Context: an optimization exercise on an open-source flow, tuned for small area. The choices shown serve that exercise and are no tape-out recipe. Only simulation tests tie the RTL to the original design; equivalence was not proved.

==> branch sierra <==
==> flow/design.v <==
module chacha20_quarter#(parameter N = 32)(
    input wire [N-1:0] a,
    input wire [N-1:0] b,
    input wire [N-1:0] c,
    input wire [N-1:0] d,
    output wire [N-1:0] a_out,
    output wire [N-1:0] b_out,
    output wire [N-1:0] c_out,
    output wire [N-1:0] d_out
);
function [N-1:0] rotate_left;
    input [N-1:0] value;
    input integer amount;
    begin
        rotate_left = (value << amount) | (value >> (32 - amount));
    end
endfunction
function [31:0] add32;
    input [31:0] x, y;
    reg [31:0] g, p, G, P, G2, P2;
    integer i, s;
    begin
        g = x & y; p = x ^ y;
        G = g; P = p;
        for (s = 1; s < 32; s = s * 2) begin
            G2 = G; P2 = P;
            for (i = 0; i < 32; i = i + 1)
                if ((i / s) % 2 == 1) begin
                    G2[i] = G[i] | (P[i] & G[(i / s) * s - 1]);
                    P2[i] = P[i] & P[(i / s) * s - 1];
                end
            G = G2; P = P2;
        end
        add32 = p ^ {G[30:0], 1'b0};
    end
endfunction
wire [N-1:0] a1, b1, c1, d1, a2, b2, c2, d2;
assign a1 = add32(a, b);
assign d1 = rotate_left(d ^ a1, 16);
assign c1 = add32(c, d1);
assign b1 = rotate_left(b ^ c1, 12);
assign a2 = add32(a1, b1);
assign d2 = rotate_left(d1 ^ a2, 8);
assign c2 = add32(c1, d2);
assign b2 = rotate_left(b1 ^ c2, 7);
assign a_out = a2;
assign b_out = b2;
assign c_out = c2;
assign d_out = d2;
endmodule
module multiple_rounds#(parameter N = 32, parameter M= 20)(
  input clk, input rst,
  input wire [N-1:0] a,
  input wire [N-1:0] b,
  input wire [N-1:0] c,
  input wire [N-1:0] d,
  output wire [N-1:0] a_out,
  output wire [N-1:0] b_out,
  output wire [N-1:0] c_out,
  output wire [N-1:0] d_out,
  output reg ready);
  reg [4*N-1:0] hold_0;
  reg [10:1] valid;
  genvar i;
  generate for (i = 0; i < 10; i = i + 1) begin : rounds
    wire [4*N-1:0] cur;
    wire [4*N-1:0] nxt;
    reg [4*N-1:0] hold;
    if (i == 0) begin : first
      assign cur = hold_0;
    end else begin : later
      assign cur = rounds[i-1].hold;
    end
    chacha20_quarter #(.N(N)) qr(.a(cur[4*N-1:3*N]), .b(cur[3*N-1:2*N]),
                                 .c(cur[2*N-1:N]), .d(cur[N-1:0]),
                                 .a_out(nxt[4*N-1:3*N]), .b_out(nxt[3*N-1:2*N]),
                                 .c_out(nxt[2*N-1:N]), .d_out(nxt[N-1:0]));
    always @(posedge clk)
      hold <= nxt;
  end endgenerate
  always @(posedge clk)
    hold_0 <= {a, b, c, d};
  always @(posedge clk or negedge rst) begin
    if (~rst) begin
      ready <= 1'b0;
      valid <= 10'b0;
    end else begin
      ready <= 1'b1;
      valid <= {valid[9:1], ready};
    end
  end
  assign {a_out, b_out, c_out, d_out} = rounds[9].hold & {4*N{valid[10]}};
endmodule
==> flow/run.sh <==
#!/bin/bash
# synth_recipe.tcl (not shown) runs the flow's synth.tcl, then flattens the netlist and writes it again
# the make line also repeats each setting of config.mk as NAME=value (left out here)
make -C /OpenROAD-flow-scripts/flow DESIGN_CONFIG=/design/flow/config.mk WORK_HOME=/design/flow/orfs CLKGATE_MAP_FILE= SYNTH_SCRIPT=/design/flow/synth_recipe.tcl finish
==> flow/config.mk <==
export PLATFORM = sky130hd
export DESIGN_NAME = multiple_rounds
export DESIGN_NICKNAME = multiple_rounds
export VERILOG_FILES = /design/flow/design.v
export SDC_FILE = /design/flow/constraint.sdc
export NUM_CORES = 4
export LEC_CHECK = 0
export CAP_MARGIN = 20
export CORE_MARGIN = 2
export CORE_UTILIZATION = 60
export CTS_BUF_LIST = sky130_fd_sc_hd__clkbuf_4 sky130_fd_sc_hd__clkbuf_8
export PLACE_DENSITY = 0.7
export SLEW_MARGIN = 20
==> flow/constraint.sdc <==
create_clock -name core_clock -period 18.0 [get_ports {clk}]
set_input_delay 3.6000 -clock core_clock [delete_from_list [all_inputs] [get_ports {clk}]]
set_output_delay 3.6000 -clock core_clock [all_outputs]
set_load 0.01 [all_outputs]
==> branch raven: changes against branch sierra <==
--- a/flow/config.mk
+++ b/flow/config.mk
@@ -7,7 +7,7 @@
 export LEC_CHECK = 0
 export CAP_MARGIN = 20
 export CORE_MARGIN = 2
-export CORE_UTILIZATION = 60
-export CTS_BUF_LIST = sky130_fd_sc_hd__clkbuf_4 sky130_fd_sc_hd__clkbuf_8
-export PLACE_DENSITY = 0.7
+export CORE_UTILIZATION = 70
+export CTS_BUF_LIST = sky130_fd_sc_hd__clkbuf_2 sky130_fd_sc_hd__clkbuf_4
+export PLACE_DENSITY = 0.8
 export SLEW_MARGIN = 20
==> branch zinc: changes against branch sierra <==
--- a/flow/config.mk
+++ b/flow/config.mk
@@ -7,7 +7,6 @@
 export LEC_CHECK = 0
 export CAP_MARGIN = 20
 export CORE_MARGIN = 2
-export CORE_UTILIZATION = 60
-export CTS_BUF_LIST = sky130_fd_sc_hd__clkbuf_4 sky130_fd_sc_hd__clkbuf_8
-export PLACE_DENSITY = 0.7
+export CORE_UTILIZATION = 45
+export PLACE_DENSITY = 0.6
 export SLEW_MARGIN = 20
==> results.txt <==
Worst Clk Skew 0.0823 ns; WP buf/inv 1; Worst path slowest cell o31ai_1; Non-CTS buffers 267; HP Start valid[9]; reg2reg end rounds[0].hold[70]; die area 0.154 mm^2; met1 global-route usage 0.603; status no timing/DRC/antenna violations; number of global-route vias before repair 72200
Source of the figures above: branch sierra

==> results.txt <==
Worst path slowest cell xnor2_1; die area 0.205 mm^2; Non-CTS buffers 291; Worst Clk Skew 0.0419 ns; status no timing/DRC/antenna violations; reg2reg end rounds[8].hold[70]
Source of the figures above: branch zinc

==> results.txt <==
HP Start valid[8]; Worst Clk Skew 0.171 ns; met1 global-route usage 0.643; die area 0.132 mm^2; WP buf/inv 1; status no timing/DRC/antenna violations; Worst path slowest cell fa_1
Source of the figures above: branch raven

-- afterwards: timing with drivers on the ports --
The results above use ideal ports. As a check the final layouts listed here were re-extracted and re-timed, cells and wires unchanged. Step 1 sets driving cells, clkbuf_16 on the clock port and buf_2 on the other inputs (assumed; they add their load-dependent delay and slew). Step 2, shift: input delay + t, output delay - t, t = (earliest + latest rising clock arrival at the registers) / 2. This alone moves slack from input paths to output paths. Three values: ideal, step 1, step 2; two values: the first two.
run	t (ns)	slack for setup (ns)	clock arrival spread, ns	slew at the worst register clock pin (ns)	worst slew at a driven data input, ns
branch sierra	1.062	3.863 / 3.863 / 3.863	0.084 / 0.083	0.08 / 0.08	0.06
branch raven	1.442	4.408 / 4.408 / 4.408	0.173 / 0.172	0.09 / 0.09	0.06
branch zinc	0.938	3.505 / 3.505 / 3.505	0.044 / 0.043	0.07 / 0.07	0.06
After both steps every run listed still meets setup and hold.
